This design comes from an exercise in tuning for small area, a short achievable clock period and few clock cycles per item on the open sky130 flow, not from production work. The RTL was checked by simulation tests, not by an equivalence proof against the original design.

### design/flow/run.sh
#!/bin/bash
# synth_recipe.tcl (not shown) runs the flow's synth.tcl, then flattens the netlist and writes it again
# the make line also repeats each setting of config.mk as NAME=value (left out here)
make -C /OpenROAD-flow-scripts/flow DESIGN_CONFIG=/design/flow/config.mk WORK_HOME=/design/flow/orfs CLKGATE_MAP_FILE= SYNTH_SCRIPT=/design/flow/synth_recipe.tcl finish
### design/flow/config.mk
export PLATFORM = sky130hd
export DESIGN_NAME = mat_vect_mult2
export DESIGN_NICKNAME = mat_vect_mult2
export VERILOG_FILES = /design/flow/design.v
export SDC_FILE = /design/flow/constraint.sdc
export NUM_CORES = 4
export LEC_CHECK = 0
export CAP_MARGIN = 20
export CORE_MARGIN = 2
export CORE_UTILIZATION = 40
export SLEW_MARGIN = 20
### design/flow/constraint.sdc
create_clock -name core_clock -period 11.0 [get_ports {aclk}]
set_input_delay 2.2000 -clock core_clock [delete_from_list [all_inputs] [get_ports {aclk}]]
set_output_delay 2.2000 -clock core_clock [all_outputs]
set_load 0.01 [all_outputs]
### design/flow/design.v
module mat_vect_mult2
  # (parameter N = 8,
               DW = 32)
    (aclk,
     areset,
     inp_vect,
     inp_vect_valid,
     inp_vect_rdy,
     s_axis_tdata,
     s_axis_tvalid,
     s_axis_tlast,
     s_axis_tready,
     m_axis_tdata,
     m_axis_tvalid,
     m_axis_tlast,
     m_axis_tready
    );
input                                aclk;
input                                areset;
input [DW-1:0]                       inp_vect;
input                                inp_vect_valid;
output wire                          inp_vect_rdy;
input [DW-1:0]                       s_axis_tdata;
input                                s_axis_tvalid;
input                                s_axis_tlast;
output reg                           s_axis_tready;
output reg   [DW-1:0]  m_axis_tdata;
output reg                           m_axis_tvalid;
output reg                           m_axis_tlast;
input                                m_axis_tready;
reg [$clog2(N)-1:0]            count;
reg [$clog2(N)-1:0]            slice;
wire [DW-1:0]                  inp_vect_lat [0:N-1];
reg [DW-1:0]                   inp_vect_reg [0:N-1];
generate
genvar i;
for (i=0; i<N; i=i+1) begin : lat_loop
  assign inp_vect_lat[i] = (inp_vect_rdy && inp_vect_valid && slice == i) ? inp_vect : inp_vect_reg[i] ; 
  always@(posedge aclk or posedge areset)
  begin
    if (areset) begin
      inp_vect_reg[i] <= 'b0;
    end else begin
      inp_vect_reg[i] <= inp_vect_lat[i];
    end
  end
end
endgenerate
always@(posedge aclk or posedge areset)
begin
  if (areset) begin
    s_axis_tready <= 'b0;
  end else begin
    if (s_axis_tlast || (m_axis_tvalid && ~m_axis_tready))
      s_axis_tready <= 'b0;
    else
      s_axis_tready <= 'b1;
  end
end
assign inp_vect_rdy = (count==0) ? s_axis_tready : 'b0;
always@(posedge aclk or posedge areset)
begin
  if (areset) begin
    m_axis_tdata <= 'b0;
  end else begin
    if (s_axis_tvalid && s_axis_tready) begin
      m_axis_tdata <= m_axis_tdata + (s_axis_tdata * inp_vect_lat[slice]);
    end else if (m_axis_tvalid && m_axis_tready) begin
      m_axis_tdata <= 'b0;
    end 
  end  
end
always@(posedge aclk or posedge areset)
begin
  if (areset) begin
    slice <= 'b0;
  end else begin
    if (s_axis_tvalid && s_axis_tready && s_axis_tlast) begin
      slice <= 'b0;
    end else if (s_axis_tvalid && s_axis_tready) begin
      slice <= slice + 'b1;
    end
  end
end
always@(posedge aclk or posedge areset)
begin
  if (areset) begin
    m_axis_tvalid <= 'b0;
  end else begin
    if (s_axis_tlast && s_axis_tready) m_axis_tvalid <= 'b1;
    else if (m_axis_tready) m_axis_tvalid <= 'b0;
  end
end
always@(posedge aclk or posedge areset)
begin
  if (areset) begin
    m_axis_tlast <= 'b0;
  end else begin
/*verilator lint_off WIDTH*/
    if (s_axis_tlast && s_axis_tready) m_axis_tlast <= (count == N-1);
    else if (m_axis_tready) m_axis_tlast <= 'b0;
  end
end
always@(posedge aclk or posedge areset)
begin
  if (areset) begin
    count <= 'b0;
  end else begin
    if (s_axis_tlast && s_axis_tready) begin
      if (count == N-1) count <= 'b0;
      else              count <= count + 'b1;
    end
  end
end
endmodule
==> results.toml <==
[sta]
finalClockSkew_ps = 21.95
finalMaxSlewViolations = 0
max_slew_margin_pct = 31.48
period_minus_slack_ps = 10400
finalWorstSetupSlack_ps = 600.1
finalSetupViolations = 0
rsz0062_at_grt = "false"
final_hold_viol_count = 0
finalSetupTns_ps = 0
worstMarginPinSlew_ps = 1025
fin_crit_sh_pct = 94.54
clock.fmax_mhz = 96.16

[clock_tree]
cts_tree = "done"
h-tree-depth = 2
insertion_delay_ps = 570
cts_setup_buffers = 0
cts_root_buf = "clkbuf_16"
clk_pin_slew_ps = 60
clk_path_buf_depth = 3
cts.sinks = 297
numCtsBuffers = 35
ctsResizeCount = 0
ctsHoldBuffers = 0

[critical_path]
slowest_stage = "fa_1"
crit_type = "primary input to flop"
cp_data_required_time_ps = 11430
critPathMaxStageDelay_ps = 530
crit_path_frequent_cell = "fa_1"
crit_arrival_ps = 10830
critPathCaptureType = "flop"
cp-start-kind = "primary input"
crit_fanout = 17

[flow_run]
cap_violations = 0

[logic_synthesis]
syn_nets = 3610
synth_most_common_cell = "inv_1"
synth_area_um2 = 30480
synthTopCellsByArea = "fa_1 (29%), dfrtp_1 (24%), mux2_2 (9.6%), inv_1 (6.6%), ha_1 (5.5%)"
synth_common_cells = "inv_1 (535), fa_1 (438), dfrtp_1 (297)"
syn_inst = 2969
synth.avg_cell_area_um2 = 10.27
yosysSeqAreaShare_pct = 24.39
ys_warn_count = 2
ys_types = 78
async_flop_share_pct = 100.0
synth_ff_type = "dfrtp_1"
synth_edf_count = 0
yosysTopAreaCell = "fa_1"
synth_top_area_share_pct = 28.77
ys_seq_elements = 297

[finish]
largest_reg_flops = 256
synthToLayoutAreaGrowth_pct = 12.86
stdcell_area_um2 = 34400
layout-drive-gt1-share_pct = 15.32
final_nets = 3698

[placed_design]
portBuffers = 105
dpl_cell_area_um2 = 33270
gp_congestion = 0.8625
place_hpwl_um = 63950
dp_slack_ps = 34.85

[detailed_routing]
drtAntennaViolNets = 0
wl_per_cell_um = 20.91
vias = 21230
drc_errors = 0
firstDrtPassIters = 5
viasPerCell = 5.231
drt_wl_total_um = 84890
drtIter0Drc = 1445

[outcome]
status = "complete, no violations"

[floorplanning]
die_w_um = 280.0
core.rowCount = 101
die_h_um = 280.0
io_pins = 106
die_area_um2 = 78420
core_um2 = 75700
start_util_pct = 40.26

[grt]
grt_pass1_vias = 23150
grt_usage_pct = 22.66
antenna_found_initial = 9
grt_max_degree = 81
grt_remaining_overflow = 0
grt_pass1_wl_um = 137100

[worst_hold_path]
hold_class = "flop to flop"
==> metal layers <==
| metal | track usage (%) | vias to the layer above | part of all wire (%) |
|---|---|---|---|
| li1 | - | 9488 | - |
| met1 | 31.94 | 11010 | 45 |
| met2 | 35.87 | 581 | 46 |
| met3 | 4.721 | 139 | 6.7 |
| met4 | 5.252 | 12 | 2.3 |
| met5 | 0 | - | 0.10 |
==> critical path: cells and delay by family <==
| family | cells | cell delay (ps) |
|---|---|---|
| xor gates and xnor gates | 1 | 110 |
| adders and majority gates | 9 | 4180 |
| AOI/OAI and AO/OA | 8 | 1520 |
| muxes | 1 | 340 |
| and+or+nand+nor | 5 | 1220 |
| buffers and inverters | 8 | 1230 |
==> layout by cell type (no fill, tap or decap), types with 12 or more instances in the layout <==
master,instances
xnor2_1,46
fa_1,438
and3_1,15
mux2i_1,15
a222oi_1,32
a21oi_1,47
nand3_1,20
nor2b_1,93
a21o_1,25
o21ai_0,60
mux2_2,261
buf_4,108
xor2_1,21
and2_1,201
nand2_1,296
a22o_1,12
nor2_1,31
clkdlybuf4s50_1,105
ha_1,131
inv_1,534
clkbuf_16,35
nand2b_1,42
dfrtp_1,296
buf_12,18
==> metrics by stage <==
step | utilization, % | hold WS [ps] | std cells
CTS | 45.43 | 480.3 | 4058
global placement | 43.95 | 459.3 | 3998
global route | 45.44 | 498.2 | 4059
floorplan | - | 447.5 | 2969
finish | 45.44 | 479.2 | 4059
detailed placement | 43.95 | 465.0 | 3998
==> cell type report <==
type | instances | area, µm²
Antenna cell | 1 | 2.502
Sequential cell | 297 | 7433
Fill cell | 7118 | 41300
Tap cell | 978 | 1224
Inverter | 535 | 2016
Multi-Input combinational cell | 1955 | 20360
Clock buffer | 53 | 1033
Timing Repair Buffer | 233 | 2245
Clock inverter | 7 | 85.08
==> worst paths after layout <==
path                                startpoint                  end  slack [ps]  cells past startpoint
setup / recovery                inp_vect_valid     m_axis_tdata[31]         600                     32
hold / removal             inp_vect_reg[3][31]  inp_vect_reg[3][31]         480                      1
setup reg to reg                      slice[2]     m_axis_tdata[31]        1320                     34
hold reg to reg            inp_vect_reg[3][31]  inp_vect_reg[3][31]         480                      1
max in group asynchronous               areset  inp_vect_reg[2][10]        7510                      3
min in group asynchronous               areset   inp_vect_reg[2][8]        2110                      2
==> cell families (layout without fill, tap and decap cells) <==
family / after synthesis / after routing / share of synthesized area (%)
DFF: 297 / 297 / 24.39
and+or+nand+nor: 725 / 725 / 12.16
buffers and inverters: 717 / 828 / 9.060
other: 0 / 1 / 0
adders and majority gates: 571 / 571 / 34.23
muxes: 279 / 279 / 10.26
AOI/OAI and AO/OA: 303 / 303 / 7.238
xor gates and xnor gates: 77 / 77 / 2.668
Testbench counts, summed over its fixed seeds: cycles 9,224, items 8,192.

separate check: timing with driven ports:
The flow's constraints put no driver on any port. The routed layout listed below was extracted and timed again, unchanged, in two steps.
Step 1, drivers: a clkbuf_16 drives aclk and a buf_2 each remaining input, both assumed.
Step 2 adds t to the input delays and takes it off the output delays; t is the mean of the earliest and latest rising clock arrival at the registers after step 1. Input paths then give back, and output paths get back, about the clock's delay inside the block.
Slacks: no drivers / after step 1 / after step 2; pairs: no drivers / after step 1.
t (ns): 0.617
setup slack, ns: 0.600 / 0.633 / 0.016
worst register clock-pin slew, ns: 0.06 / 0.06
After both steps setup and hold are still met in this run. The setup slack of this run moves by +0.033 ns with the drivers and by -0.584 ns with both steps.
